This design comes from an exercise in tuning for small area and a short achievable clock period on the open sky130 flow, not from production work. RTL that was checked went through simulation tests only; none was proved equivalent to the original. No functional check of the RTL was part of run 1. Power is estimated from default activity; no workload was simulated.

==> flow/design.v (outline; a module is shown in full before it is edited, if it fits) <==
// module mul_tree: 1878 lines
// module CPU: 225 lines
module CPU(clk, Reset, imem_addr, imem_data, dmem_addr, dmem_wdata, dmem_we, dmem_re,
           dmem_rdata, wb_we, wb_dest, wb_data);
  // ...
==> flow/flow/run.sh <==
#!/bin/bash
# Standard ORFS layout with stronger timing repair: repair_timing aims for
# extra setup slack and may swap cells across footprints; ports get buf_2
# buffers instead of the default delay-cell buffers; clock tree leaves drive
# sink clusters of up to 20 and no dummy loads are added.
set -uo pipefail
bash standard.sh \
  SETUP_SLACK_MARGIN=7.4 \
  MATCH_CELL_FOOTPRINT=0 \
  "BUFFER_PORTS_ARGS=-buffer_cell sky130_fd_sc_hd__buf_2" \
  "CTS_ARGS=-sink_clustering_enable -repair_clock_nets -dont_use_dummy_load -sink_clustering_size 20 -sink_clustering_max_diameter 60" \
  finish > standard.log 2>&1
==> flow/standard.sh <==
#!/bin/bash
# synth_recipe.tcl (not shown) runs the flow's synth.tcl, then flattens the netlist and writes it again
# the make line also repeats each setting of config.mk as NAME=value (left out here)
make -C /OpenROAD-flow-scripts/flow DESIGN_CONFIG=/design/flow/config.mk WORK_HOME=/design/flow/orfs CLKGATE_MAP_FILE= SYNTH_SCRIPT=/design/flow/synth_recipe.tcl "${@:-finish}"
==> flow/config.mk <==
export PLATFORM = sky130hd
export DESIGN_NAME = CPU
export DESIGN_NICKNAME = CPU
export VERILOG_FILES = /design/flow/design.v
export SDC_FILE = /design/flow/constraint.sdc
export NUM_CORES = 8
export LEC_CHECK = 0
export CAP_MARGIN = 20
export CORE_MARGIN = 2
export CORE_UTILIZATION = 40
export SLEW_MARGIN = 20
==> flow/constraint.sdc <==
create_clock -name core_clock -period 11.0 [get_ports {clk}]
set_input_delay 2.2000 -clock core_clock [delete_from_list [all_inputs] [get_ports {clk}]]
set_output_delay 2.2000 -clock core_clock [all_outputs]
set_load 0.01 [all_outputs]
==> flow_summary.json, run 1 <==
{
  "die_h_um": 454,
  "period_share_pct": 36.4,
  "grt_pass1_vias": 65900,
  "clkPwrFrac_pct": 21.7,
  "clkbuf_count": 135,
  "portBuffers": 201,
  "outcome": "no timing/DRC/antenna violations",
  "switching_share_pct": 36.6,
  "grt_use_met2_pct": 54.1,
  "worst_clock_skew_ns": 0.147,
  "synth_top_family_by_area": "compound AO/OA/AOI/OAI gates",
  "finalSetupTns_ns": 0,
  "place_ws_ns": 6.03,
  "dpl.hpwl_um": 233000,
  "cp.depth": 15,
  "dr_total_vias": 70600,
  "grt.busiest_layer": "met2",
  "drt_iter0_drc": 14800,
  "syn-instance-count": 6920,
  "drc": 0,
  "postCtsHoldBufs": 0,
  "wl_met1_um": 133000,
  "powerComb_w": 0.00727,
  "die_area_um2": 206000,
  "final_cell_mix": "edfxtp_1, a22oi_1, nand2_1, buf_4, inv_1",
  "crit_path_end": "pc[10]",
  "antenna_found_initial": 25,
  "finish.utilization_pct": 47.4,
  "place_area_um2": 85100,
  "seq_power_share_pct": 41.2,
  "gr-total-overflow": 0,
  "multiInputGateArea_um2": 36700,
  "drive_gt1_share_pct": 21.5,
  "area_growth_pct": 18.1,
  "finalPower_w": 0.0196,
  "top_layer": "met5",
  "grt_usage_pct": 37.5
}
==> module CPU, before the edit <==
module CPU(clk, Reset, imem_addr, imem_data, dmem_addr, dmem_wdata, dmem_we, dmem_re,
           dmem_rdata, wb_we, wb_dest, wb_data);
   input         Reset, clk;
   output [31:0] imem_addr;
   input [31:0]  imem_data;
   output [31:0] dmem_addr, dmem_wdata;
   output        dmem_we, dmem_re;
   input [31:0]  dmem_rdata;
   output        wb_we;
   output [4:0]  wb_dest;
   output [31:0] wb_data;
   integer       i;
   reg [31:0]    pc;
   reg [31:0]    ir;                  
   reg           idv;                 
   reg [31:1]    sa, sb;              
   reg           ba, bb;              
   reg           i_j, i_beq, i_bne;   
   reg [31:0]    e_a, e_b;            
   reg [31:0]    e_sd;                
   reg [4:0]     e_sh, e_dest;
   reg           e_we, e_mr, e_mw, e_mult;
   reg           e_add, e_sub, e_and, e_or, e_slt, e_sll, e_srl, e_mfhi, e_mflo;
   reg [31:0]    m_res, m_sd;         
   reg [4:0]     m_dest;
   reg           m_we, m_mr, m_mw, m_mfhi, m_mflo;
   reg [31:0]    w_data;              
   reg [4:0]     w_dest;
   reg           w_we;
   reg           rclr;                
   reg [31:0]    ma;                  
   reg [7:0]     cneg, cone, ctwo;    
   reg [7:0]     lneg, lone, ltwo;    
   reg [63:0]    hs, hc;              
   reg           it2;                 
   reg           hz;                  
   reg [31:0]    rf [1:31];
   wire [4:0]    rs = ir[25:21];
   wire [4:0]    rt = ir[20:16];
   wire [4:0]    rd = ir[15:11];
   reg [31:0]    va, vb;
   always @(*) begin
      va = {32{ba}} & w_data;
      vb = {32{bb}} & w_data;
      for (i = 1; i < 32; i = i + 1) begin
         va = va | ({32{sa[i]}} & rf[i]);
         vb = vb | ({32{sb[i]}} & rf[i]);
      end
   end
   always @(posedge clk) begin
      for (i = 1; i < 32; i = i + 1)
        if (rclr || (w_we && w_dest == i))
          rf[i] <= rclr ? 32'd0 : w_data;
   end
   wire [5:0]    op = ir[31:26];
   wire [5:0]    fn = ir[5:0];
   wire          d_j    = op == 6'd2;
   wire          d_beq  = op == 6'd4;
   wire          d_bne  = op == 6'd5;
   wire          d_addi = op == 6'd8;
   wire          d_slti = op == 6'd10;
   wire          d_andi = op == 6'd12;
   wire          d_ori  = op == 6'd13;
   wire          d_lui  = op == 6'd15;
   wire          d_lw   = op == 6'd35;
   wire          d_sw   = op == 6'd43;
   wire          d_imm  = d_addi | d_slti | d_andi | d_ori | d_lui;
   wire          d_r    = ~(d_j | d_beq | d_bne | d_imm | d_lw | d_sw);
   wire          d_op0  = op == 6'd0;
   wire          f_add  = fn == 6'd32 || fn == 6'd33 || (!d_op0 && (fn == 6'd16 || fn == 6'd18));
   wire          f_sub  = fn == 6'd34 || fn == 6'd35;
   wire          d_subm = (d_r & (f_sub | fn == 6'd42)) | d_slti;
   wire [4:0]    d_dest = d_r ? rd : rt;
   wire          d_we   = idv & (d_r | d_imm | d_lw) & (d_dest != 5'd0);
   wire          d_mult = idv & d_op0 & (fn == 6'd24);
   wire          eq     = va == vb;
   wire          jump   = idv & i_j;
   wire          br_eq  = idv & i_beq;    
   wire          br_ne  = idv & i_bne;    
   wire [31:0]   target = pc + {{16{ir[15]}}, ir[15:0]};
   wire [31:0]   seq    = jump ? {{6{ir[25]}}, ir[25:0]} : pc + 32'd1;
   wire [31:0]   pc_eq  = br_eq ? target : seq;
   wire [31:0]   pc_ne  = br_ne ? target : seq;
   wire [31:0]   pc_next = eq ? pc_eq : pc_ne;
   wire          redirect = eq ? (br_eq | jump) : (br_ne | jump);
   assign imem_addr = pc;
   wire [5:0]    f_op = imem_data[31:26];
   wire [4:0]    f_rs = imem_data[25:21];
   wire [4:0]    f_rt = imem_data[20:16];
   wire          f_wbe = ~Reset & m_we;      
   wire          f_ba = f_wbe && m_dest == f_rs;
   wire          f_bb = f_wbe && m_dest == f_rt;
   always @(posedge clk) begin
      ir <= imem_data;
      i_j <= f_op == 6'd2;
      i_beq <= f_op == 6'd4;
      i_bne <= f_op == 6'd5;
      ba <= f_ba;
      bb <= f_bb;
      for (i = 1; i < 32; i = i + 1) begin
         sa[i] <= ~f_ba && f_rs == i;
         sb[i] <= ~f_bb && f_rt == i;
      end
      if (Reset) begin
         pc <= 32'd0;
         idv <= 1'b0;
      end else begin
         pc <= pc_next;
         idv <= ~redirect;
      end
   end
   wire [32:0]   bx = {vb, 1'b0};
   reg [15:0]    bneg, bone, btwo;
   always @(*) begin
      for (i = 0; i < 16; i = i + 1) begin
         bone[i] = bx[2*i+1] ^ bx[2*i];
         btwo[i] = (bx[2*i+2] & ~bx[2*i+1] & ~bx[2*i]) | (~bx[2*i+2] & bx[2*i+1] & bx[2*i]);
         bneg[i] = bx[2*i+2] & ~(bx[2*i+1] & bx[2*i]);
      end
   end
   always @(posedge clk) begin
      e_a <= va;
      e_b <= (d_r ? vb : {{16{ir[15]}}, ir[15:0]}) ^ {32{d_subm}};
      e_sd <= vb;
      e_sh <= d_lui ? 5'd16 : ir[10:6];
      e_dest <= d_dest;
      e_add <= d_lw | d_sw | d_addi | (d_r & f_add);
      e_sub <= d_r & f_sub;
      e_and <= d_andi | (d_r & fn == 6'd36);
      e_or  <= d_ori | (d_r & fn == 6'd37);
      e_slt <= d_slti | (d_r & fn == 6'd42);
      e_sll <= d_lui | (d_r & fn == 6'd0);
      e_srl <= d_r & fn == 6'd2;
      e_mfhi <= d_op0 & fn == 6'd16;
      e_mflo <= d_op0 & fn == 6'd18;
      if (Reset) begin
         e_we <= 1'b0;
         e_mr <= 1'b0;
         e_mw <= 1'b0;
         e_mult <= 1'b0;
      end else begin
         e_we <= d_we;
         e_mr <= idv & d_lw;
         e_mw <= idv & d_sw;
         e_mult <= d_mult;
      end
   end
   wire [31:0]   b = e_b;
   wire          sub = e_sub | e_slt;
   wire [31:0]   sum = e_a + b + {31'd0, sub};
   wire          lt = (e_a[31] ^ ~b[31]) ? e_a[31] : sum[31];
   reg [31:0]    brev, srev;
   wire [31:0]   sin = e_srl ? brev : b;
   wire [31:0]   sout = sin << e_sh;
   always @(*)
     for (i = 0; i < 32; i = i + 1) begin
        brev[i] = b[31-i];
        srev[i] = sout[31-i];
     end
   wire [31:0]   res = ({32{e_add | e_sub}} & sum)
                     | ({32{e_and}} & (e_a & b))
                     | ({32{e_or}} & (e_a | b))
                     | {31'd0, e_slt & lt}
                     | ({32{e_sll}} & sout)
                     | ({32{e_srl}} & srev);
   always @(posedge clk) begin
      m_res <= res;
      m_sd <= e_sd;
      m_dest <= e_dest;
      m_mfhi <= e_mfhi;
      m_mflo <= e_mflo;
      if (Reset) begin
         m_we <= 1'b0;
         m_mr <= 1'b0;
         m_mw <= 1'b0;
      end else begin
         m_we <= e_we;
         m_mr <= e_mr;
         m_mw <= e_mw;
      end
   end
   wire [63:0]   ts, tc;
   mul_tree tree(.a(ma), .neg(cneg), .one(cone), .two(ctwo),
                 .accs(hs[47:0] & {48{it2}}), .accc(hc[47:0] & {48{it2}}),
                 .s(ts), .c(tc));
   always @(posedge clk) begin
      ma <= d_mult ? va : e_a;
      lneg <= bneg[7:0];
      lone <= bone[7:0];
      ltwo <= btwo[7:0];
      cneg <= d_mult ? bneg[15:8] : lneg;
      cone <= d_mult ? bone[15:8] : lone;
      ctwo <= d_mult ? btwo[15:8] : ltwo;
      if (e_mult | it2) begin
         hs <= ts;
         hc <= tc;
      end
      it2 <= ~Reset & e_mult & ~d_mult;
      if (Reset)
        hz <= 1'b1;
      else if (e_mult)
        hz <= 1'b0;
   end
   wire [63:0]   hilo = hs + hc;
   assign dmem_addr = m_res;
   assign dmem_wdata = m_sd;
   assign dmem_we = m_mw;
   assign dmem_re = m_mr;
   always @(posedge clk) begin
      rclr <= Reset;
      w_dest <= m_dest;
      w_we <= ~Reset & m_we;
      if (m_mr)
        w_data <= dmem_rdata;
      else if (m_mfhi)
        w_data <= hz ? 32'd0 : hilo[63:32];
      else if (m_mflo)
        w_data <= hz ? 32'd0 : hilo[31:0];
      else
        w_data <= m_res;
   end
   assign wb_we = w_we;
   assign wb_dest = w_dest;
   assign wb_data = w_data;
endmodule
==> inputs of run 2 (changes only) <==
--- a/flow/design.v
+++ b/flow/design.v
@@ -1897,6 +1897,6 @@
    reg [31:0]    e_a, e_b;            
-   reg [31:0]    e_sd;                
+   reg [15:0]    e_imm;
    reg [4:0]     e_sh, e_dest;
    reg           e_we, e_mr, e_mw, e_mult;
-   reg           e_add, e_sub, e_and, e_or, e_slt, e_sll, e_srl, e_mfhi, e_mflo;
+   reg           e_src, e_add, e_sub, e_and, e_or, e_slt, e_sll, e_srl, e_mfhi, e_mflo;
    reg [31:0]    m_res, m_sd;         
@@ -1949,3 +1949,2 @@
    wire          f_sub  = fn == 6'd34 || fn == 6'd35;
-   wire          d_subm = (d_r & (f_sub | fn == 6'd42)) | d_slti;
    wire [4:0]    d_dest = d_r ? rd : rt;
@@ -2000,6 +1999,7 @@
       e_a <= va;
-      e_b <= (d_r ? vb : {{16{ir[15]}}, ir[15:0]}) ^ {32{d_subm}};
-      e_sd <= vb;
+      e_b <= vb;
+      e_imm <= ir[15:0];
       e_sh <= d_lui ? 5'd16 : ir[10:6];
       e_dest <= d_dest;
+      e_src <= ~d_r;
       e_add <= d_lw | d_sw | d_addi | (d_r & f_add);
@@ -2025,6 +2025,6 @@
    end
-   wire [31:0]   b = e_b;
+   wire [31:0]   b = e_src ? {{16{e_imm[15]}}, e_imm} : e_b;
    wire          sub = e_sub | e_slt;
-   wire [31:0]   sum = e_a + b + {31'd0, sub};
-   wire          lt = (e_a[31] ^ ~b[31]) ? e_a[31] : sum[31];
+   wire [31:0]   sum = e_a + (b ^ {32{sub}}) + {31'd0, sub};
+   wire          lt = (e_a[31] ^ b[31]) ? e_a[31] : sum[31];
    reg [31:0]    brev, srev;
@@ -2045,3 +2045,3 @@
       m_res <= res;
-      m_sd <= e_sd;
+      m_sd <= e_b;
       m_dest <= e_dest;
==> flow/flow/run.sh (replaced) <==
#!/bin/bash
# Standard ORFS layout with stronger timing repair: repair_timing aims for
# extra setup slack and may swap cells across footprints; ports get buf_2
# buffers instead of the default delay-cell buffers; clock tree leaves drive
# sink clusters of up to 25 and no dummy loads are added; design repair aims
# closer to the slew and capacitance limits.
set -uo pipefail
bash standard.sh \
  SETUP_SLACK_MARGIN=7.25 \
  MATCH_CELL_FOOTPRINT=0 \
  "BUFFER_PORTS_ARGS=-buffer_cell sky130_fd_sc_hd__buf_2" \
  CAP_MARGIN=10 \
  SLEW_MARGIN=10 \
  "CTS_ARGS=-sink_clustering_enable -repair_clock_nets -dont_use_dummy_load -sink_clustering_size 25 -sink_clustering_max_diameter 80" \
  finish > standard.log 2>&1
==> run 2 against run 1 <==
Against the previous run:
- final cell count fell by 3.3%
- first-iteration DRC count fell by 2.7%
- worst setup slack got worse by 0.047 ns
- sequential share of layout area rose by 2.0 points
- largest cell class unchanged
- clock power fell by 18%
- synthesized area fell by 1.0%
- highest routed layer unchanged
- fmax fell by 1.2%
- register-to-register slack got worse by 0.05 ns
==> flow_summary.json, run 2 <==
{
  "nFillCells": 18200,
  "seq_power_share_pct": 42.0,
  "grt_pass1_wl_um": 524000,
  "synth_top_area_share_pct": 41.9,
  "fmax_ghz": 0.247,
  "multiInputGateArea_um2": 36100,
  "yosys-top-cells-count": "a22oi_1, edfxtp_1, dfxtp_1",
  "ios": 202,
  "cap_violations": 0,
  "setup_viol": 0,
  "hold_start": "e_dest[0]",
  "cts_buffers": 97,
  "rr_endpoint": "pc[4]",
  "clock_path_buffers": 3,
  "drt_first_pass_iters": 22,
  "synthArstFlopShare_pct": 0,
  "crit_required_ns": 11.61,
  "syn-instance-count": 6849,
  "dpl.hpwl_um": 242000,
  "layout_commonest_cell": "a22oi_1",
  "top_regs": "rf (992), hs (64), hc (63)",
  "cp_max_fo": 18,
  "drc": 0,
  "r2r_cells": 14,
  "ys.flop_type": "edfxtp_1",
  "rsz0062_at_grt": "yes",
  "relSlewSlack_pct": 22.4,
  "finalSetupTns_ns": 0,
  "dr_total_vias": 68100,
  "yosysTopAreaCell": "edfxtp_1",
  "gp_congestion": 1.03,
  "coreArea_um2": 199000,
  "cts_sinks": 1548,
  "drive_gt1_share_pct": 16.8,
  "num_rows": 164,
  "gr-total-overflow": 0,
  "grt_max_degree": 96,
  "synth_area_per_cell_um2": 11.7,
  "place_ws_ns": 6.17,
  "cellLeakagePower_nw": 33.0,
  "synth_enable_flop_cells": 1119,
  "period_share_pct": 36.8,
  "die_h_um": 452,
  "drv_slew": 0,
  "area_growth_pct": 12.9,
  "r2r_slack_ns": 6.95,
  "clkPwrFrac_pct": 18.1,
  "clk_latency_ns": 0.81,
  "hold-path-cell-count": 0,
  "place_area_um2": 84600,
  "intPower_w": 0.0119,
  "wl_per_cell_um": 40.3,
  "ff_latch_area_um2": 42600,
  "final_area_um2": 90400,
  "grt_usage_pct": 36.7,
  "rr_startpoint": "sb[29]",
  "hold_path_class": "reg2reg",
  "p_sw_w": 0.00744,
  "initial_core_util_pct": 40.2,
  "comb_power_share_pct": 39.9,
  "cts_tree": "done",
  "die_w_um": 452,
  "drt_iter0_drc": 14400,
  "fin_crit_ns": 4.05,
  "syn_area_um2": 80100,
  "portBuffers": 201,
  "synth.area.top_cells": "edfxtp_1, a22oi_1, dfxtp_1, fa_1, ha_1",
  "yosysSeqAreaShare_pct": 52.7,
  "worstHoldEndpoint": "m_dest[0]",
  "criticalPathCategory": "reg2reg",
  "switching_share_pct": 38.6,
  "syn-num-nets": 7342,
  "synth.most_common_cell": "a22oi_1",
  "routed_wl_um": 389000,
  "crit_path_end_kind": "register",
  "regMostFlops": "rf",
  "power_density_nw_per_um2": 213,
  "root_buffer": "clkbuf_16",
  "hold_violations": 0,
  "cp-start-kind": "register",
  "ys_warn_count": 2,
  "ys_types": 100,
  "viasPerCell": 7.06,
  "ys_ff_latch": 1548,
  "die_area_um2": 204000,
  "clkTransAtPathRegs_ns": 0.08,
  "cts_max_level": 3,
  "worst_clock_skew_ns": 0.125,
  "finish.utilization_pct": 45.3,
  "grt_pass1_vias": 64100,
  "nets": 7483,
  "outcome": "no timing/DRC/antenna violations",
  "postRouteAntennaNets": 0,
  "final_cell_mix": "a22oi_1, edfxtp_1, nand2_1, inv_1, nand4_1",
  "layout_setup_ws_ns": 6.95,
  "tightest_slew_ns": 1.16,
  "largest_register_ffs": 992,
  "antenna_found_initial": 33,
  "vdd_drop_max_uv": 258,
  "arrival_ns": 4.66
}
==> run 2: changes by cell type after synthesis, moves of 49 or more <==
cell,change
nand3_1,-91
a221oi_1,-92
a22oi_1,+224
nand4_1,+111
or4_1,-49
a22o_1,-108
==> run 2: worst max-delay path, cell delays in order, from the launching register on <==
cell	delay, ns
dfxtp_4	0.50
buf_6	0.29
a22oi_1	0.20
nand4_1	0.19
nor4_4	0.77
xnor2_1	0.20
nand4_1	0.13
nor4_2	0.32
nand2_2	0.17
mux2i_2	0.27
nor2b_4	0.09
buf_12	0.15
clkbuf_16	0.16
a211o_1	0.22
a21oi_1	0.13
==> run 2: how the worst max path moves through the flow <==
stage	from	end	slack, ns	cells after the start
2_1_floorplan	w_dest[3]	rf[25][0]	7.09	4
3_3_place_gp	sa[24]	pc[30]	6.12	14
3_5_place_dp	sa[24]	pc[16]	6.17	14
4_1_cts	ctwo[0]	hs[20]	7.23	11
5_1_grt	sa[6]	pc[4]	7.07	14
6_report	sb[29]	pc[4]	6.95	14
==> run 2: kinds of logic (layout without fill, tap and decap cells) <==
group	count (synthesis)	after routing	synth area share, %
xor gates and xnor gates	472	472	5.16
DFF	1548	1548	52.7
buffers and inverters	877	1015	4.30
other	0	7	0
AOI/OAI and AO/OA	2079	2079	18.5
muxes	103	103	1.76
and+or+nand+nor	1343	1344	8.47
adders and majority gates	427	427	9.10
==> run 2: final cells by class <==
| cell class | instances | area share (%) |
|---|---|---|
| Clock buffer | 97 | 2.68 |
| Timing Repair Buffer | 543 | 5.11 |
| Tap cell | 2656 | 3.67 |
| Timing Repair inverter | 2 | 0.0138 |
| Sequential cell | 1548 | 47.1 |
| Antenna cell | 7 | 0.0194 |
| Inverter | 373 | 1.56 |
| Multi-Input combinational cell | 4425 | 39.9 |
==> run 2: timing repair <==
| item | 4_1_cts | 5_1_grt |
|---|---|---|
| pin swaps | 68 | 120 |
| buffers inserted | 65 | 46 |
| cloned | 10 | 7 |
| hold buffers | 0 | 0 |
| endpoints found under the setup margin | 177 | 101 |
| endpoints found under the hold margin | 0 | 0 |
| resized for setup | 408 | 204 |
==> run 2: metrics by stage <==
stage	total power, W	std cells	hold slack [ns]
6_report	0.0193	9651	0.325
5_1_grt	0.0200	9646	0.336
4_1_cts	0.0189	9591	0.325
2_1_floorplan	0.0118	6849	0.310
3_5_place_dp	0.0152	9419	0.313
3_3_place_gp	0.0152	9419	0.311
==> run 2: metal layers <==
layer	track usage, %	up-vias	part of all wire, %	routed length (um)
li1	-	26200	-	-
met1	48.0	33600	36	142000
met2	50.9	6608	40	155000
met3	14.7	1630	16	62000
met4	21.7	34	7.9	30700
met5	0.560	-	0.090	351
==> run 2: power by group through the flow <==
stage	Combinational, W	Sequential (W)	Clock [W]
floorplan	0.00414	0.00762	0
global placement	0.00703	0.00816	0
detailed placement	0.00711	0.00814	0
CTS	0.00733	0.00803	0.00351
global route	0.00823	0.00809	0.00371
finish	0.00770	0.00811	0.00349
==> inputs of run 3 (changes only) <==
--- a/flow/flow/run.sh
+++ b/flow/flow/run.sh
@@ -8,3 +8,3 @@
 bash standard.sh \
-  SETUP_SLACK_MARGIN=7.25 \
+  SETUP_SLACK_MARGIN=7.4 \
   MATCH_CELL_FOOTPRINT=0 \
@@ -12,2 +12,3 @@
   CAP_MARGIN=10 \
+  PLACE_DENSITY=0.70 \
   SLEW_MARGIN=10 \
==> run 3 against run 2 <==
Against the previous run:
- routed wire length decreased by 3.7%
- core utilization increased by 1.1 points
- final cell count increased by 1.0%
- first-iteration DRC count increased by 1.7%
- highest routed layer unchanged
- sequential share of layout area decreased by 0.97 points
- still clean on timing, DRC and antenna
- register-to-register slack improved by 0.24 ns
==> flow_summary.json, run 3 <==
{
  "outcome": "no timing/DRC/antenna violations",
  "die_h_um": 452,
  "synth.area.top_cells": "edfxtp_1, a22oi_1, dfxtp_1, fa_1, ha_1",
  "layout_commonest_cell": "a22oi_1",
  "rsz0062_at_grt": "yes",
  "grt_max_degree": 107,
  "yosysTopAreaCell": "edfxtp_1",
  "drt_iter0_drc": 14600,
  "synthArstFlopShare_pct": 0,
  "drt_first_pass_iters": 10,
  "nets": 7579,
  "syn_area_um2": 80100,
  "vdd_drop_max_uv": 179,
  "hold_path_class": "reg2reg",
  "cts_buffers": 96,
  "cts_sinks": 1548,
  "crit_path_end_kind": "register",
  "cts_tree": "done",
  "multiInputGateArea_um2": 36800,
  "dr_total_vias": 69500,
  "synth.mux.area_fraction_pct": 1.76,
  "tightest_slew_ns": 1.16,
  "power_density_nw_per_um2": 206,
  "dpl.hpwl_um": 215000,
  "gp_congestion": 1.02,
  "ys.flop_type": "edfxtp_1",
  "synth.most_common_cell": "a22oi_1",
  "synth_adder_area_share_pct": 9.10,
  "r2r_cells": 12,
  "setup_viol": 0,
  "largest_register_ffs": 992,
  "hold-path-cell-count": 0,
  "synth_area_per_cell_um2": 11.7,
  "worstHoldEndpoint": "m_mflo",
  "cp-start-kind": "register",
  "syn-instance-count": 6849,
  "final_cell_mix": "a22oi_1, edfxtp_1, nand2_1, inv_1",
  "ff_latch_area_um2": 42700,
  "fmax_ghz": 0.263,
  "crit_required_ns": 11.49,
  "die_area_um2": 204000,
  "cellLeakagePower_nw": 33.7,
  "synth_top_family_by_area": "compound AO/OA/AOI/OAI gates",
  "timing.hold.ws_ns": 0.337,
  "grt.met3_usage_pct": 14.8,
  "r2r_slack_ns": 7.19,
  "drive_gt1_share_pct": 20.4,
  "synth_top_area_share_pct": 41.9,
  "syn-num-nets": 7342,
  "antenna_found_initial": 22,
  "synth_enable_flop_cells": 1119,
  "clock_path_buffers": 3,
  "gr-total-overflow": 0,
  "grt_usage_pct": 34.8,
  "cap_violations": 0,
  "yosys.area_share.simple_pct": 8.47,
  "rr_endpoint": "hc[24]",
  "initial_core_util_pct": 40.2,
  "ys_ff_latch": 1548,
  "grt.busiest_layer": "met2",
  "criticalPathCategory": "reg2reg",
  "coreArea_um2": 199000,
  "fin_crit_ns": 3.81,
  "finalSetupTns_ns": 0,
  "routed_wl_um": 375000,
  "place_area_um2": 84500,
  "ys_types": 100,
  "cts_max_level": 3,
  "nFillCells": 17900,
  "viasPerCell": 7.13,
  "finalPower_w": 0.0191,
  "use_met1_pct": 43.8,
  "drc": 0,
  "yosysSeqAreaShare_pct": 52.7,
  "area_growth_pct": 15.5,
  "hold_start": "e_mflo",
  "ys_warn_count": 2,
  "clk_latency_ns": 0.84,
  "top_regs": "rf (992), hs (64), hc (63)",
  "synth_xor_area_share_pct": 5.16,
  "die_w_um": 452,
  "rr_startpoint": "ctwo[0]",
  "root_buffer": "clkbuf_16",
  "clkTransAtPathRegs_ns": 0.09,
  "num_rows": 164,
  "ios": 202,
  "hold_violations": 0,
  "synth_compound_area_share_pct": 18.5,
  "grt_pass1_vias": 64600,
  "relSlewSlack_pct": 22.5,
  "regMostFlops": "rf",
  "wl_per_cell_um": 38.5,
  "arrival_ns": 4.30,
  "final_area_um2": 92600,
  "worst_clock_skew_ns": 0.159,
  "portBuffers": 201,
  "postRouteAntennaNets": 0,
  "cp_max_fo": 8,
  "period_share_pct": 34.6,
  "yosys-top-cells-count": "a22oi_1, edfxtp_1, dfxtp_1",
  "finish.utilization_pct": 46.4,
  "drv_slew": 0,
  "grt_pass1_wl_um": 503000,
  "grt_use_met2_pct": 48.6
}
==> run 3: per-layer routing <==
metal,routed length [um],vias up
met5,181,-
met4,35300,16
met2,148000,7376
li1,-,26400
met3,65900,1999
met1,126000,33700
==> run 3: cell families (layout without fill, tap and decap cells) <==
logic type,Yosys count,count (layout)
AOI/OAI and AO/OA,2079,2079
xor gates and xnor gates,472,472
adders and majority gates,427,427
buffers and inverters,877,1112
DFF,1548,1548
muxes,103,103
other,0,9
and+or+nand+nor,1343,1343
==> run 3: timing repair <==
| item | 4_1_cts | 5_1_grt |
|---|---|---|
| pin swaps | 116 | 151 |
| resized for setup | 535 | 442 |
| gates cloned | 9 | 13 |
| buffers inserted | 94 | 119 |
| endpoints found under the setup margin | 226 | 152 |
| hold buffers | 0 | 0 |
==> run 3: stage by stage <==
stage | instances | setup slack [ns]
3_5_place_dp | 9409 | 6.43
5_1_grt | 9744 | 7.11
6_report | 9749 | 7.19
4_1_cts | 9608 | 7.21
2_1_floorplan | 6849 | 7.09
3_3_place_gp | 9408 | 6.26
==> run 3: critical path, cell delays in order, from the launching register on <==
cell and delay, ns:
dfxtp_4 0.41, clkbuf_16 0.19, buf_4 0.14, a22oi_2 0.22
xor2_2 0.19, fa_1 0.48, fa_1 0.58, inv_2 0.04
fa_2 0.32, inv_2 0.06, fa_1 0.42, inv_2 0.07
fa_2 0.42
==> run 3: worst max-delay path by stage <==
stage | end | cells after the start | start
6_report | hc[24] | 12 | ctwo[0]
5_1_grt | hc[21] | 11 | ctwo[0]
4_1_cts | hc[22] | 11 | ctwo[0]
3_5_place_dp | pc[31] | 13 | sb[9]
3_3_place_gp | pc[31] | 13 | sa[6]
2_1_floorplan | rf[25][0] | 4 | w_dest[3]
==> run 3: report_power, final <==
| part | total, W | internal [W] | switching, W |
|---|---|---|---|
| clock network | 0.00346 | 0.00154 | 0.00193 |
| registers | 0.00798 | 0.00730 | 0.000680 |
| logic | 0.00766 | 0.00308 | 0.00459 |
==> run 3: layout make-up <==
class                   count  share of cell area [%]
well taps                2656                    3.59
clock buffers              96                    2.60
diodes                      9                  0.0243
flip-flops and latches   1548                    46.1
multi-input cells        4424                    39.8
repair inverters            1                 0.00541
repair buffers            642                    6.39
inverters                 373                    1.52
==> inputs of run 4 (changes only) <==
--- a/flow/flow/run.sh
+++ b/flow/flow/run.sh
@@ -8,3 +8,3 @@
 bash standard.sh \
-  SETUP_SLACK_MARGIN=7.4 \
+  SETUP_SLACK_MARGIN=7.5 \
   MATCH_CELL_FOOTPRINT=0 \
@@ -12,3 +12,2 @@
   CAP_MARGIN=10 \
-  PLACE_DENSITY=0.70 \
   SLEW_MARGIN=10 \
==> run 4 against run 3 <==
Against the previous run:
- still clean
- clock-buffer cell count up 6
- non-clock buffer count increased by 93
- first-iteration DRC count fell by 2.1%
- fmax down 1.6%
- core utilization rose by 0.72 points
- final cell count up 1.0%
- sequential cell count did not move
- hold slack got worse by 0.0036 ns
- sequential power decreased by 0.9%
- combinational power increased by 2%
- critical path type unchanged
- highest routed layer unchanged
==> flow_summary.json, run 4 <==
{
  "outcome": "no timing/DRC/antenna violations",
  "tightest_slew_ns": 1.22,
  "synth_enable_flop_cells": 1119,
  "synth_area_per_cell_um2": 11.7,
  "syn-instance-count": 6849,
  "period_share_pct": 35.2,
  "switching_share_pct": 37.5,
  "hold_violations": 0,
  "grt_max_degree": 106,
  "criticalPathCategory": "reg2reg",
  "syn-num-nets": 7342,
  "clock_path_buffers": 3,
  "yosys-top-cells-count": "a22oi_1, edfxtp_1, dfxtp_1",
  "cap_violations": 0,
  "vdd_drop_max_uv": 189,
  "clkTransAtPathRegs_ns": 0.10,
  "drc": 0,
  "setup_viol": 0,
  "intPower_w": 0.0121,
  "nFillCells": 17800,
  "hold_path_class": "reg2reg",
  "num_rows": 164,
  "ios": 202,
  "viasPerCell": 7.00,
  "path_cells": "buf_8, a22oi_1, nand4_1, nor4_4, buf_6, xnor2_4, nand4_1, nor4_2, nand2_2, mux2i_2, nor2b_4, buf_12, buf_12, a211o_1, a21oi_2",
  "cp.depth": 15,
  "fin_crit_ns": 3.87,
  "synth_top_area_share_pct": 41.9,
  "final_cell_mix": "a22oi_1, edfxtp_1, nand2_1, buf_4, inv_1",
  "dr_total_vias": 69000,
  "p_sw_w": 0.00725,
  "yosysSeqAreaShare_pct": 52.7,
  "rr_endpoint": "pc[12]",
  "die_area_um2": 204000,
  "ys.flop_type": "edfxtp_1",
  "gp_congestion": 0.996,
  "critPathLaunch": "sa[24]",
  "ys_ff_latch": 1548,
  "grt_pass1_vias": 65000,
  "power_density_nw_per_um2": 206,
  "finish.utilization_pct": 47.1,
  "postCtsHoldBufs": 0,
  "area_growth_pct": 17.3,
  "antenna_found_initial": 26,
  "top_regs": "rf (992), hs (64), hc (63)",
  "clk_latency_ns": 0.80,
  "rr_startpoint": "sa[24]",
  "drv_slew": 0,
  "rsz0062_at_grt": "yes",
  "synth.most_common_cell": "a22oi_1",
  "layout_commonest_cell": "a22oi_1",
  "drive_gt1_share_pct": 22.1,
  "synthArstFlopShare_pct": 0,
  "initial_core_util_pct": 40.2,
  "worst_path_max_delay_cell": "dfxtp_2",
  "path_buf_inv": 4,
  "regMostFlops": "rf",
  "crit_required_ns": 11.62,
  "drt_first_pass_iters": 12,
  "relSlewSlack_pct": 18.5,
  "cp_max_fo": 32,
  "yosysTopAreaCell": "edfxtp_1",
  "layout_setup_ws_ns": 7.13,
  "crit_path_end": "pc[12]",
  "comb_power_share_pct": 40.3,
  "worst_clock_skew_ns": 0.107,
  "coreArea_um2": 199000,
  "routed_wl_um": 385000,
  "cp-start-kind": "register",
  "slowest_delay_ns": 0.34,
  "r2r_slack_ns": 7.13,
  "cts_buffers": 102,
  "die_h_um": 452,
  "crit_path_end_kind": "register",
  "nets": 7680,
  "ff_latch_area_um2": 42800,
  "finalSetupTns_ns": 0,
  "ys_warn_count": 2,
  "gr-total-overflow": 0,
  "synth.area.top_cells": "edfxtp_1, a22oi_1, dfxtp_1, fa_1, ha_1",
  "place_ws_ns": 6.46,
  "grt_pass1_wl_um": 520000,
  "cts_max_level": 3,
  "multiInputGateArea_um2": 37000,
  "grt_usage_pct": 36.3,
  "timing.hold.ws_ns": 0.333,
  "dpl.hpwl_um": 221000,
  "syn_area_um2": 80100,
  "ys_types": 100,
  "clkPwrFrac_pct": 18.8,
  "cp_top_family": "simple AND/OR/NAND/NOR gates",
  "root_buffer": "clkbuf_16",
  "r2r_cells": 15,
  "drt_iter0_drc": 14300,
  "fmax_ghz": 0.258,
  "postRouteAntennaNets": 0,
  "largest_register_ffs": 992,
  "hold_start": "e_dest[3]",
  "arrival_ns": 4.49,
  "seq_power_share_pct": 40.9,
  "die_w_um": 452,
  "cts_sinks": 1548,
  "wl_per_cell_um": 39.1,
  "cellLeakagePower_nw": 34.3,
  "portBuffers": 201,
  "cts_tree": "done"
}
## run 4: cell counts after synthesis
Identical to the previous run, type by type.
## run 4: worst min path at each step
stage / to / cells past startpoint
global placement: m_mfhi / 0
detailed placement: m_dest[3] / 0
finish: m_dest[3] / 0
CTS: m_dest[3] / 0
global route: m_dest[0] / 0
floorplan: m_dest[0] / 0
## run 4: power by group through the flow
stage | Sequential [W] | Combinational (W) | Clock, W
after detailed placement | 0.00803 | 0.00656 | 0
after global placement | 0.00804 | 0.00634 | 0
final | 0.00791 | 0.00779 | 0.00362
after floorplan | 0.00762 | 0.00418 | 0
after CTS | 0.00787 | 0.00720 | 0.00363
after global routing | 0.00792 | 0.00836 | 0.00383
## run 4: routing by layer
layer	GRT usage, %	wire length [um]	share of wire, %
met5	0.140	241	0.063
met4	21.1	30700	8.0
met3	15.8	65500	17
met2	50.3	152000	40
met1	46.8	137000	35
## run 4: metrics by stage
| step | cells | power (W) | cell area [um^2] |
|---|---|---|---|
| floorplan | 6849 | 0.0118 | 80500 |
| global placement | 9419 | 0.0144 | 84600 |
| detailed placement | 9420 | 0.0146 | 84700 |
| CTS | 9751 | 0.0187 | 92200 |
| global route | 9842 | 0.0201 | 94000 |
| finish | 9847 | 0.0193 | 94000 |
## run 4: kinds of logic (layout without fill, tap and decap cells)
| kind of cell | count (synthesis) | in the layout | synth area share, % |
|---|---|---|---|
| compound gates | 2079 | 2079 | 18.5 |
| xor+xnor | 472 | 472 | 5.16 |
| fa+ha+maj | 427 | 427 | 9.10 |
| buf+inv | 877 | 1213 | 4.30 |
| flops | 1548 | 1548 | 52.7 |
| mux | 103 | 103 | 1.76 |
| other cells | 0 | 6 | 0 |
| simple gates | 1343 | 1343 | 8.47 |
## run 4: layout make-up
type,instances,share of cell area [%]
flip-flops and latches,1548,45.6
multi-input cells,4424,39.3
repair buffers,735,7.32
well taps,2656,3.54
clock buffers,102,2.72
inverters,373,1.51
repair inverters,3,0.0240
diodes,6,0.0160
## run 4: repair_timing
| action | 4_1_cts | 5_1_grt |
|---|---|---|
| pin swaps | 159 | 152 |
| gates resized for setup | 854 | 246 |
| endpoints found under the hold margin | 0 | 0 |
| setup buffers | 208 | 85 |
| endpoints found under the setup margin | 262 | 160 |
| cloned | 21 | 5 |
==> inputs of run 5 (changes only) <==
--- a/flow/flow/run.sh
+++ b/flow/flow/run.sh
@@ -8,3 +8,3 @@
 bash standard.sh \
-  SETUP_SLACK_MARGIN=7.5 \
+  SETUP_SLACK_MARGIN=7.35 \
   MATCH_CELL_FOOTPRINT=0 \
==> run 5 against run 4 <==
Against the previous run:
- still clean
- hold slack lost 0.013 ns
- first-iteration DRC count increased by 7.9%
- clock power hardly changed
- routed wire length shrank 0.11%
- non-clock buffer count shrank 68
- via count is 0.27% higher
- core utilization is 0.65 points lower
- critical endpoint is now pc[17]
- largest power group unchanged
- highest routed layer unchanged
==> flow_summary.json, run 5 <==
{
  "ys_types": 100,
  "viasPerCell": 7.07,
  "cts_tree": "done",
  "hold_violations": 0,
  "layout_commonest_cell": "a22oi_1",
  "cap_violations": 0,
  "syn-instance-count": 6849,
  "setup_viol": 0,
  "worst_clock_skew_ns": 0.111,
  "die_w_um": 452,
  "die_h_um": 452,
  "gp_congestion": 0.988,
  "cts_buffers": 101,
  "regMostFlops": "rf",
  "synth.most_common_cell": "a22oi_1",
  "largest_register_ffs": 992,
  "num_rows": 164,
  "antenna_found_initial": 19,
  "grt_pass1_vias": 63800,
  "criticalPathCategory": "reg2reg",
  "syn-num-nets": 7342,
  "rsz0062_at_grt": "yes",
  "nFillCells": 18000,
  "fin_cells": 9786,
  "yosysTopAreaCell": "edfxtp_1",
  "synthArstFlopShare_pct": 0,
  "routed_wl_um": 385000,
  "outcome": "no timing/DRC/antenna violations",
  "drt_iter0_drc": 15400,
  "ios": 202,
  "crit_required_ns": 11.65,
  "drc": 0,
  "drv_slew": 0,
  "relSlewSlack_pct": 23.7,
  "slowest_delay_ns": 0.37,
  "cts_max_level": 3,
  "synth_top_area_share_pct": 41.9,
  "tightest_slew_ns": 1.14,
  "dpl.hpwl_um": 226000,
  "postRouteAntennaNets": 0,
  "initial_core_util_pct": 40.2,
  "cp-start-kind": "register",
  "grt_max_degree": 107,
  "vdd_drop_max_uv": 164,
  "top_regs": "rf (992), hs (64), hc (63)",
  "period_share_pct": 34.7,
  "path_cells": "buf_6, a22oi_1, nand4_1, nor4_4, buf_6, xnor2_1, nand4_1, nor4_2, nand2_2, mux2i_2, nor2b_4, buf_12, clkbuf_16, a211o_1, a21oi_2",
  "worst_path_max_delay_cell": "a22oi_1",
  "root_buffer": "clkbuf_16",
  "dr_total_vias": 69100,
  "power_density_nw_per_um2": 202,
  "area_growth_pct": 15.7,
  "finalSetupTns_ns": 0,
  "die_area_um2": 204000,
  "gr-total-overflow": 0,
  "syn_area_um2": 80100,
  "cts_sinks": 1548,
  "grt_usage_pct": 35.7,
  "yosys-top-cells-count": "a22oi_1, edfxtp_1, dfxtp_1",
  "cp_max_fo": 32,
  "finalPower_w": 0.0187,
  "drt_first_pass_iters": 12,
  "drive_gt1_share_pct": 19.6,
  "synth_area_per_cell_um2": 11.7,
  "fin_crit_ns": 3.82,
  "grt_pass1_wl_um": 511000,
  "hold_path_class": "reg2reg",
  "timing.hold.ws_ns": 0.321,
  "yosysSeqAreaShare_pct": 52.7,
  "nets": 7609,
  "synth.area.top_cells": "edfxtp_1, a22oi_1, dfxtp_1, fa_1, ha_1",
  "clk_latency_ns": 0.81,
  "synth_enable_flop_cells": 1119,
  "ys_ff_latch": 1548,
  "clkTransAtPathRegs_ns": 0.10,
  "clock_path_buffers": 3,
  "fmax_ghz": 0.262,
  "ys_warn_count": 2,
  "ys.flop_type": "edfxtp_1",
  "arrival_ns": 4.46,
  "cellLeakagePower_nw": 33.9,
  "dp.cells": 9430,
  "portBuffers": 201,
  "final_cell_mix": "a22oi_1, edfxtp_1, nand2_1, inv_1, buf_4",
  "crit_path_end_kind": "register",
  "coreArea_um2": 199000,
  "wl_per_cell_um": 39.3
}
[run 5: cell families after synthesis]
logic type,after synthesis,share of synthesized area (%)
AOI/OAI and AO/OA,2079,18.5
DFF,1548,52.7
and+or+nand+nor,1343,8.47
buffers and inverters,877,4.30
xor gates and xnor gates,472,5.16
adders and majority gates,427,9.10
muxes,103,1.76
[run 5: power by group]
group          internal, W  switching (W)  leakage, nW
combinational      0.00284        0.00427         17.7
clock              0.00162        0.00198         1.24
sequential         0.00730       0.000696         15.0
total               0.0118        0.00695         33.9
[run 5: area by class of cell]
cell class                      instances  area (um^2)  area share [%]
Sequential cell                      1548        42700            46.0
Multi-Input combinational cell       4424        36400            39.2
Timing Repair Buffer                  667         6360            6.86
Tap cell                             2656         3320            3.59
Clock buffer                          101         2530            2.73
Inverter                              373         1410            1.52
Antenna cell                           16         40.0          0.0432
Timing Repair inverter                  1         7.51         0.00810
[run 5: what timing repair did]
action                                  4_1_cts  5_1_grt
endpoints found under the setup margin      220      131
buffers inserted                             97      114
gates cloned                                 10       18
hold buffers                                  0        0
pin swaps                                    92      131
resized for setup                           522      311
[run 5: per-stage QoR]
stage / area [um^2] / worst slack (ns) / utilization (%)
4_1_cts: 90100 / 7.25 / 45.2
5_1_grt: 92700 / 7.13 / 46.5
3_5_place_dp: 84700 / 6.37 / 42.5
2_1_floorplan: 80200 / 7.09 / -
6_report: 92700 / 7.18 / 46.5
3_3_place_gp: 84700 / 6.47 / 42.5
[run 5: worst paths after layout]
check | startpoint | endpoint | slack [ns] | cells after the start
min | e_dest[1] | m_dest[1] | 0.32 | 0
max reg2reg | sb[24] | pc[17] | 7.18 | 15
max | sb[24] | pc[17] | 7.18 | 15
min reg2reg | e_dest[1] | m_dest[1] | 0.32 | 0
[run 5: layer usage]
| metal | vias up | global-route usage (%) | routed length [um] |
|---|---|---|---|
| met5 | - | 1.05 | 348 |
| met4 | 20 | 19.8 | 30400 |
| met3 | 1806 | 14.5 | 64100 |
| met2 | 6953 | 50.2 | 154000 |
| met1 | 33900 | 46.5 | 136000 |
| li1 | 26500 | - | - |
[run 5: critical path: cells and delay by family (launching register included)]
| family | cells | cell delay [ns] |
|---|---|---|
| muxes | 1 | 0.26 |
| xor gates and xnor gates | 1 | 0.13 |
| and+or+nand+nor | 6 | 1.24 |
| DFF | 1 | 0.33 |
| AOI/OAI and AO/OA | 3 | 0.76 |
| buffers and inverters | 4 | 0.80 |
==> inputs of run 6 (changes only) <==
--- a/flow/flow/run.sh
+++ b/flow/flow/run.sh
@@ -8,3 +8,3 @@
 bash standard.sh \
-  SETUP_SLACK_MARGIN=7.35 \
+  SETUP_SLACK_MARGIN=7.45 \
   MATCH_CELL_FOOTPRINT=0 \
==> run 6 against run 5 <==
Against the previous run:
- still clean
- clock power hardly changed
- critical path depth stayed put
- clock-buffer cell count is 2 higher
- final cell count is 0.82% higher
- critical endpoint is now pc[11]
- largest cell class unchanged
- largest power group unchanged
- highest routed layer unchanged
==> flow_summary.json, run 6 <==
{
  "outcome": "no timing/DRC/antenna violations",
  "synth_adder_area_share_pct": 9.10,
  "crit_required_ns": 11.66,
  "synth_top_family_by_area": "compound AO/OA/AOI/OAI gates",
  "grt_pass1_wl_um": 528000,
  "yosys-top-cells-count": "a22oi_1, edfxtp_1, dfxtp_1",
  "antenna_found_initial": 24,
  "criticalPathCategory": "reg2reg",
  "ios": 202,
  "setup_viol": 0,
  "grt_max_degree": 107,
  "cts_buffers": 103,
  "worst_clock_skew_ns": 0.147,
  "portBuffers": 201,
  "syn_area_um2": 80100,
  "period_share_pct": 34.7,
  "cp_top_family": "simple AND/OR/NAND/NOR gates",
  "cellLeakagePower_nw": 34.6,
  "fmax_ghz": 0.262,
  "yosys.area_share.simple_pct": 8.47,
  "cp-start-kind": "register",
  "postRouteAntennaNets": 0,
  "yosysTopAreaCell": "edfxtp_1",
  "synthArstFlopShare_pct": 0,
  "clkTransAtPathRegs_ns": 0.09,
  "path_cells": "buf_12, a22oi_1, nand4_1, nor4_4, buf_6, xnor2_2, nand4_1, nor4_2, nand2_2, mux2i_2, nor2b_4, buf_12, clkbuf_16, a211o_1, a21oi_2",
  "root_buffer": "clkbuf_16",
  "nets": 7685,
  "rsz0062_at_grt": "yes",
  "ys_types": 100,
  "vdd_drop_max_uv": 213,
  "slowest_delay_ns": 0.46,
  "synth.area.top_cells": "edfxtp_1, a22oi_1, dfxtp_1, fa_1, ha_1",
  "top_regs": "rf (992), hs (64), hc (63)",
  "viasPerCell": 7.04,
  "synth_compound_area_share_pct": 18.5,
  "worst_path_max_delay_cell": "nor4_4",
  "largest_register_ffs": 992,
  "regMostFlops": "rf",
  "hold_violations": 0,
  "drive_gt1_share_pct": 21.8,
  "wl_per_cell_um": 39.8,
  "grt_pass1_vias": 65200,
  "dr_total_vias": 69500,
  "drv_slew": 0,
  "syn-num-nets": 7342,
  "drt_first_pass_iters": 14,
  "cts_sinks": 1548,
  "ys.flop_type": "edfxtp_1",
  "fin_crit_ns": 3.82,
  "grt_usage_pct": 36.9,
  "synth.most_common_cell": "a22oi_1",
  "cts_tree": "done",
  "path_buf_inv": 4,
  "syn-instance-count": 6849,
  "synth_area_per_cell_um2": 11.7,
  "ys_warn_count": 2,
  "layout_commonest_cell": "a22oi_1",
  "relSlewSlack_pct": 21.6,
  "num_rows": 164,
  "power_density_nw_per_um2": 200,
  "crit_path_end_kind": "register",
  "gp_congestion": 0.987,
  "clk_latency_ns": 0.85,
  "place_area_um2": 84600,
  "die_h_um": 452,
  "finalSetupTns_ns": 0,
  "postCtsHoldBufs": 0,
  "yosysSeqAreaShare_pct": 52.7,
  "synth_top_area_share_pct": 41.9,
  "timing.hold.ws_ns": 0.318,
  "cap_violations": 0,
  "cts_max_level": 3,
  "die_w_um": 452,
  "routed_wl_um": 393000,
  "area_growth_pct": 17.8,
  "arrival_ns": 4.48,
  "final_area_um2": 94400,
  "tightest_slew_ns": 1.18,
  "gr-total-overflow": 0,
  "cp_max_fo": 32,
  "ys_ff_latch": 1548,
  "synth.mux.area_fraction_pct": 1.76,
  "coreArea_um2": 199000,
  "initial_core_util_pct": 40.2,
  "clock_path_buffers": 3,
  "final_cell_mix": "a22oi_1, edfxtp_1, nand2_1, buf_4, inv_1",
  "die_area_um2": 204000,
  "dpl.hpwl_um": 221000,
  "hold_path_class": "reg2reg",
  "synth_xor_area_share_pct": 5.16,
  "drt_iter0_drc": 14500,
  "synth_enable_flop_cells": 1119,
  "drc": 0
}
## run 6: cell count changes in the layout (fill, tap and decap cells not counted), sizes merged
cell	delta
inv	+1
buf	+66
diode	+4
clkbuf	+9
## run 6: kinds of logic (layout without fill, tap and decap cells)
| logic type | Yosys count | count (layout) |
|---|---|---|
| buf+inv | 877 | 1218 |
| other cells | 0 | 20 |
| fa+ha+maj | 427 | 427 |
| xor+xnor | 472 | 472 |
| compound gates | 2079 | 2079 |
| simple gates | 1343 | 1343 |
| mux | 103 | 103 |
| flops | 1548 | 1548 |
## run 6: timing repair
| action | 4_1_cts | 5_1_grt |
|---|---|---|
| gates cloned | 31 | 3 |
| pin swaps | 105 | 122 |
| gates resized for setup | 821 | 280 |
| buffers inserted | 223 | 67 |
| setup endpoints to repair | 260 | 154 |
## run 6: per-layer routing
| metal | up-vias | part of all wire, % | GRT usage (%) |
|---|---|---|---|
| met5 | - | 0.12 | 0.0466 |
| met4 | 31 | 8.5 | 22.3 |
| met3 | 1871 | 17 | 16.4 |
| met2 | 7094 | 39 | 50.6 |
| met1 | 33800 | 35 | 47.5 |
| li1 | 26700 | - | - |
## run 6: cell type report
type                    instances  area [um^2]
fillers                     17800       105000
inverters                     373         1410
flip-flops and latches       1548        42800
repair inverters                2         15.0
well taps                    2656         3320
diodes                         20         50.0
repair buffers                740         7230
clock buffers                 103         2580
multi-input cells            4424        37000
## run 6: power breakdown
group | internal, W | leakage, nW | switching (W) | total, W
logic | 0.00290 | 18.3 | 0.00441 | 0.00731
clock network | 0.00164 | 1.27 | 0.00198 | 0.00362
registers | 0.00730 | 15.0 | 0.000641 | 0.00794
total | 0.0118 | 34.6 | 0.00703 | 0.0189
## run 6: metrics by stage
step | setup slack [ns] | total power [W] | instances | util (%)
6_report | 7.18 | 0.0189 | 9866 | 47.3
5_1_grt | 7.14 | 0.0198 | 9849 | 47.3
4_1_cts | 7.29 | 0.0183 | 9776 | 46.4
3_5_place_dp | 6.37 | 0.0144 | 9419 | 42.4
3_3_place_gp | 6.40 | 0.0142 | 9419 | 42.4
2_1_floorplan | 7.09 | 0.0118 | 6849 | -
## run 6: worst paths after layout
kind | start | endpoint | slack, ns | depth (start not counted)
setup reg to reg | sb[7] | pc[11] | 7.18 | 15
hold / removal | e_mfhi | m_mfhi | 0.32 | 0
hold reg to reg | e_mfhi | m_mfhi | 0.32 | 0
setup / recovery | sb[7] | pc[11] | 7.18 | 15
==> inputs of run 7 (changes only) <==
--- a/flow/flow/run.sh
+++ b/flow/flow/run.sh
@@ -8,3 +8,3 @@
 bash standard.sh \
-  SETUP_SLACK_MARGIN=7.45 \
+  SETUP_SLACK_MARGIN=7.4 \
   MATCH_CELL_FOOTPRINT=0 \
==> run 7 against run 6 <==
Against the previous run:
- hold slack better by 0.013 ns
- clock skew shrank 0.022 ns
- clock power shrank 3%
- via count shrank 0.40%
- fmax is 1.8% higher
- critical endpoint is now pc[27]
- largest cell class unchanged
- largest power group unchanged
==> flow_summary.json, run 7 <==
{
  "syn_area_um2": 80100,
  "synth_top_area_share_pct": 41.9,
  "postCtsHoldBufs": 0,
  "multiInputGateArea_um2": 36900,
  "hold_path_class": "reg2reg",
  "initial_core_util_pct": 40.2,
  "place_ws_ns": 6.48,
  "layout_commonest_cell": "a22oi_1",
  "clkTransAtPathRegs_ns": 0.10,
  "crit_path_end": "pc[27]",
  "rsz0062_at_grt": "yes",
  "synth_enable_flop_cells": 1119,
  "largest_register_ffs": 992,
  "criticalPathCategory": "reg2reg",
  "worst_path_max_delay_cell": "nor4_4",
  "cp_max_fo": 32,
  "synth_xor_area_share_pct": 5.16,
  "gp_congestion": 0.996,
  "antenna_found_initial": 30,
  "top_regs": "rf (992), hs (64), hc (63)",
  "setup_viol": 0,
  "cp-start-kind": "register",
  "cp_common_cell": "nand4_1",
  "r2r_slack_ns": 7.25,
  "yosysTopAreaCell": "edfxtp_1",
  "crit_required_ns": 11.68,
  "ys_warn_count": 2,
  "final_cell_mix": "a22oi_1, edfxtp_1, nand2_1, buf_4, inv_1",
  "wl_per_cell_um": 38.7,
  "outcome": "no timing/DRC/antenna violations",
  "die_h_um": 452,
  "dr_total_vias": 69200,
  "finalPower_w": 0.0188,
  "synth.mux.area_fraction_pct": 1.76,
  "worst_clock_skew_ns": 0.124,
  "r2r_cells": 15,
  "crit_path_end_kind": "register",
  "routed_wl_um": 380000,
  "drc": 0,
  "ys_ff_latch": 1548,
  "fin_cells": 9804,
  "rr_startpoint": "sb[14]",
  "yosys-top-cells-count": "a22oi_1, edfxtp_1, dfxtp_1",
  "power_density_nw_per_um2": 201,
  "rr_endpoint": "pc[27]",
  "synth_top_family_by_area": "compound AO/OA/AOI/OAI gates",
  "critPathLaunch": "sb[14]",
  "fmax_ghz": 0.266,
  "dpl.hpwl_um": 220000,
  "fin_crit_ns": 3.75,
  "layout_setup_ws_ns": 7.25,
  "coreArea_um2": 199000,
  "regMostFlops": "rf",
  "area_growth_pct": 16.2,
  "syn-num-nets": 7342,
  "cts_sinks": 1548,
  "drt_first_pass_iters": 14,
  "hold_violations": 0,
  "die_area_um2": 204000,
  "synth_area_per_cell_um2": 11.7,
  "gr-total-overflow": 0,
  "grt_pass1_wl_um": 512000,
  "clock_path_buffers": 3,
  "root_buffer": "clkbuf_16",
  "nets": 7629,
  "ys.flop_type": "edfxtp_1",
  "num_rows": 164,
  "syn-instance-count": 6849,
  "ios": 202,
  "nFillCells": 17900,
  "yosys.area_share.simple_pct": 8.47,
  "tightest_slew_ns": 1.13,
  "cts_tree": "done",
  "arrival_ns": 4.44,
  "vdd_drop_max_uv": 193,
  "drive_gt1_share_pct": 20.8,
  "hold_start": "e_mfhi",
  "synth.area.top_cells": "edfxtp_1, a22oi_1, dfxtp_1, fa_1, ha_1",
  "cap_violations": 0,
  "cts_max_level": 3,
  "finalSetupTns_ns": 0,
  "relSlewSlack_pct": 24.3,
  "grt_pass1_vias": 64500,
  "grt_usage_pct": 35.6,
  "dp.cells": 9425,
  "grt_max_degree": 107,
  "synthArstFlopShare_pct": 0,
  "yosysSeqAreaShare_pct": 52.7,
  "synth_compound_area_share_pct": 18.5,
  "die_w_um": 452,
  "clk_latency_ns": 0.82,
  "portBuffers": 201,
  "ys_types": 100,
  "postRouteAntennaNets": 0,
  "ff_latch_area_um2": 42700,
  "synth_adder_area_share_pct": 9.10,
  "finish.utilization_pct": 46.7,
  "period_share_pct": 34.1,
  "cts_buffers": 97,
  "cellLeakagePower_nw": 34.1,
  "drt_iter0_drc": 15100,
  "path_cells": "buf_12, a22oi_1, nand4_1, nor4_4, buf_6, xnor2_4, nand4_1, nor4_2, nand2_2, mux2i_2, nor2b_4, buf_8, clkbuf_16, a211o_1, a21oi_2",
  "drv_slew": 0,
  "synth.most_common_cell": "a22oi_1",
  "slowest_delay_ns": 0.48,
  "viasPerCell": 7.06
}
run 7: cell counts after synthesis:
No cell type changed its count.
run 7: timing repair:
action	4_1_cts	5_1_grt
buffers inserted	180	67
setup endpoints to repair	241	148
hold endpoints to repair	0	0
pin swaps	120	157
gates cloned	15	6
gates resized for setup	674	296
run 7: how the worst min path moves through the flow:
stage                           end  slack, ns  depth (start not counted)
after floorplan           m_dest[0]       0.31                          0
final                        m_mfhi       0.33                          0
after global placement       m_mfhi       0.31                          0
after global routing      m_dest[4]       0.34                          0
after detailed placement  m_dest[1]       0.31                          0
after CTS                 m_dest[1]       0.33                          0
run 7: through the flow:
step                      area, um^2  hold WS, ns
after floorplan                80300        0.310
after global placement         84600        0.314
after detailed placement       84600        0.315
after CTS                      91200        0.334
after global routing           93100        0.343
final                          93100        0.332
run 7: report_power, final:
part / leakage [nW] / switching, W / internal (W)
clock network: 1.20 / 0.00195 / 0.00155
registers: 15.0 / 0.000693 / 0.00730
logic: 17.8 / 0.00437 / 0.00289
total: 34.1 / 0.00701 / 0.0117
run 7: cell type report:
class	count	area share [%]
diodes	14	0.0376
clock buffers	97	2.61
well taps	2656	3.57
repair buffers	690	6.75
flip-flops and latches	1548	45.9
multi-input cells	4424	39.6
repair inverters	2	0.0134
inverters	373	1.52
run 7: cell families after synthesis:
family                   count (synthesis)
flip-flops                            1548
XOR/XNOR                               472
AO/OA/AOI/OAI                         2079
multiplexers                           103
buffers and inverters                  877
adder cells (fa/ha/maj)                427
AND/OR/NAND/NOR                       1343
run 7: worst max-delay path, delay by kind of cell (launching register included):
kind                   cells  cell delay [ns]
AO/OA/AOI/OAI              3             0.68
XOR/XNOR                   1             0.13
buffers and inverters      4             0.69
flip-flops                 1             0.34
multiplexers               1             0.26
AND/OR/NAND/NOR            6             1.39
run 7: routing by layer:
metal	part of all wire, %	track usage [%]
met2	39	48.9
met1	35	46.1
met4	8.4	21.4
met3	17	15.3
met5	0.11	0.746
==> inputs of run 8 (changes only) <==
--- a/flow/flow/run.sh
+++ b/flow/flow/run.sh
@@ -2,3 +2,3 @@
 # Standard ORFS layout with stronger timing repair: repair_timing aims for
-# extra setup slack and may swap cells across footprints; ports get buf_2
+# extra setup slack and may swap cells across footprints; ports get buf_1
 # buffers instead of the default delay-cell buffers; clock tree leaves drive
@@ -10,3 +10,3 @@
   MATCH_CELL_FOOTPRINT=0 \
-  "BUFFER_PORTS_ARGS=-buffer_cell sky130_fd_sc_hd__buf_2" \
+  "BUFFER_PORTS_ARGS=-buffer_cell sky130_fd_sc_hd__buf_1" \
   CAP_MARGIN=10 \
==> run 8 against run 7 <==
Against the previous run:
- critical path depth unchanged
- highest routed layer unchanged
- hold slack worse by 0.0097 ns
- critical path type unchanged
- still clean
- sequential share of layout area up 0.091 points
- synthesized cell count unchanged
- via count down 0.15%
- combinational power down 2%
- largest power group unchanged
- worst setup slack worse by 0.060 ns
- final cell count about the same
- routed wire length up 2.4%
==> flow_summary.json, run 8 <==
{
  "outcome": "no timing/DRC/antenna violations",
  "final_cell_mix": "a22oi_1, edfxtp_1, nand2_1, inv_1, buf_4",
  "gp_congestion": 0.982,
  "regMostFlops": "rf",
  "wl_per_cell_um": 39.7,
  "initial_core_util_pct": 40.2,
  "antenna_found_initial": 24,
  "drive_gt1_share_pct": 17.9,
  "drv_slew": 0,
  "arrival_ns": 4.50,
  "ys_warn_count": 2,
  "yosysSeqAreaShare_pct": 52.7,
  "power_density_nw_per_um2": 201,
  "die_w_um": 452,
  "synth_top_area_share_pct": 41.9,
  "cap_violations": 0,
  "cellLeakagePower_nw": 33.5,
  "area_growth_pct": 16.0,
  "synth.most_common_cell": "a22oi_1",
  "relSlewSlack_pct": 22.5,
  "synth_area_per_cell_um2": 11.7,
  "worst_clock_skew_ns": 0.166,
  "clk_latency_ns": 0.84,
  "fin_crit_ns": 3.81,
  "num_rows": 164,
  "syn_area_um2": 80100,
  "criticalPathCategory": "reg2reg",
  "gr-total-overflow": 0,
  "ys.flop_type": "edfxtp_1",
  "grt_pass1_wl_um": 524000,
  "crit_required_ns": 11.68,
  "cts_sinks": 1548,
  "yosys-top-cells-count": "a22oi_1, edfxtp_1, dfxtp_1",
  "tightest_slew_ns": 1.16,
  "die_h_um": 452,
  "clkTransAtPathRegs_ns": 0.09,
  "clock_path_buffers": 3,
  "postRouteAntennaNets": 0,
  "largest_register_ffs": 992,
  "viasPerCell": 7.05,
  "ys_types": 100,
  "drt_iter0_drc": 14700,
  "setup_viol": 0,
  "period_share_pct": 34.7,
  "yosysTopAreaCell": "edfxtp_1",
  "place_area_um2": 84400,
  "portBuffers": 201,
  "drt_first_pass_iters": 17,
  "synth.area.top_cells": "edfxtp_1, a22oi_1, dfxtp_1, fa_1, ha_1",
  "ios": 202,
  "coreArea_um2": 199000,
  "dpl.hpwl_um": 228000,
  "top_regs": "rf (992), hs (64), hc (63)",
  "syn-instance-count": 6849,
  "hold_violations": 0,
  "ys_ff_latch": 1548,
  "cts_buffers": 101,
  "synthArstFlopShare_pct": 0,
  "cp-start-kind": "register",
  "grt_max_degree": 107,
  "hold_path_class": "reg2reg",
  "ff_latch_area_um2": 42800,
  "die_area_um2": 204000,
  "root_buffer": "clkbuf_16",
  "finalSetupTns_ns": 0,
  "synth_enable_flop_cells": 1119,
  "multiInputGateArea_um2": 36700,
  "vdd_drop_max_uv": 195,
  "cp_max_fo": 32,
  "fmax_ghz": 0.262,
  "nFillCells": 17900,
  "cts_tree": "done",
  "final_area_um2": 92900,
  "nets": 7632,
  "grt_pass1_vias": 65000,
  "rsz0062_at_grt": "yes",
  "syn-num-nets": 7342,
  "cts_max_level": 3,
  "layout_commonest_cell": "a22oi_1",
  "routed_wl_um": 389000,
  "crit_path_end_kind": "register",
  "dr_total_vias": 69100,
  "postCtsHoldBufs": 0,
  "grt_usage_pct": 36.6,
  "drc": 0
}
==> run 8: cell counts after synthesis <==
Identical to the previous run, type by type.
==> run 8: cell type report <==
cell class                 count  area share (%)
multi-input combinational   4424            39.5
clock buffer                 101            2.72
timing repair buffer         691            6.72
inverter                     373            1.51
antenna                        8          0.0215
tap                         2656            3.58
sequential                  1548            46.0
==> run 8: worst paths after layout <==
path         startpoint  cells past startpoint  slack [ns]   endpoint
max              sb[28]                     15        7.19      pc[2]
min           e_dest[4]                      0        0.32  m_dest[4]
max reg2reg      sb[28]                     15        7.19      pc[2]
min reg2reg   e_dest[4]                      0        0.32  m_dest[4]
==> run 8: kinds of logic after synthesis <==
| kind of cell | share of synthesized area (%) |
|---|---|
| compound gates | 18.5 |
| xor+xnor | 5.16 |
| fa+ha+maj | 9.10 |
| buf+inv | 4.30 |
| flops | 52.7 |
| mux | 1.76 |
| simple gates | 8.47 |
==> run 8: report_power, final <==
part	total, W	internal [W]	switching [W]
clock	0.00359	0.00161	0.00197
combinational	0.00712	0.00281	0.00430
sequential	0.00796	0.00730	0.000663
==> run 8: routing by layer <==
metal	vias up	global-route usage [%]	share of wire, %
li1	26600	-	-
met1	33800	47.4	35
met2	6866	50.2	39
met3	1792	15.7	17
met4	38	22.1	8.1
met5	-	0.0233	0.12
==> run 8: through the flow <==
step                      hold WS (ns)  util [%]  worst slack, ns  total power [W]  instances
after detailed placement         0.314      42.3             6.34           0.0143       9433
after global routing             0.336      46.6             7.16           0.0195       9794
after global placement           0.314      42.3             6.34           0.0141       9433
after floorplan                  0.310         -             7.09           0.0118       6849
after CTS                        0.323      45.7             7.29           0.0181       9706
final                            0.322      46.6             7.19           0.0187       9801
==> run 8: critical path, cell delays in order, from the launching register on <==
cell and delay, ns:
dfxtp_2 0.32, buf_6 0.21, a22oi_1 0.32, nand4_1 0.20, nor4_4 0.42, buf_4 0.22
xnor2_1 0.13, nand4_1 0.18, nor4_4 0.36, nand2_2 0.15, mux2i_2 0.26, nor2b_4 0.09
buf_12 0.15, clkbuf_16 0.16, a211o_1 0.23, a21oi_1 0.13
==> run 8: repair_timing <==
action,4_1_cts,5_1_grt
cloned,15,9
gates resized for setup,736,231
endpoints found under the setup margin,234,122
setup buffers,157,78
pin swaps,143,173

## port drivers added, routing unchanged
In the flow no input, the clock included, has a driving cell. The finished layouts below were timed again as built, in two steps. Step 1 sets driving cells, clkbuf_16 on the clock port and buf_2 on the other inputs (assumed; they add their load-dependent delay and slew). Step 2 moves the port delays by t, midway between the first and last clock arrival at a register: inputs arrive t later, outputs are due t later. That takes back most of the time a late clock gives input paths. a / b / c = no drivers / after step 1 / after step 2; a / b = the first two.
run | t, ns | slack for setup (ns) | clock arrival spread, ns | worst slew at a driven data input, ns
run 1 | 0.901 | 6.997 / 6.997 / 6.432 | 0.178 / 0.178 | 0.08
run 2 | 0.835 | 6.950 / 6.950 / 6.605 | 0.132 / 0.132 | 0.09
run 3 | 0.850 | 7.191 / 7.191 / 6.901 | 0.165 / 0.165 | 0.18
run 4 | 0.841 | 7.128 / 7.128 / 6.873 | 0.107 / 0.107 | 0.10
run 5 | 0.851 | 7.183 / 7.183 / 6.638 | 0.111 / 0.112 | 0.09
run 6 | 0.873 | 7.180 / 7.180 / 6.687 | 0.161 / 0.161 | 0.09
run 7 | 0.858 | 7.246 / 7.246 / 6.769 | 0.134 / 0.135 | 0.10
run 8 | 0.853 | 7.186 / 7.186 / 6.674 | 0.172 / 0.173 | 0.11
After both steps setup and hold are still met in every run listed. The setup slack of run 1, which loses most, moves by 0.000 ns with the drivers and by -0.565 ns with both steps.
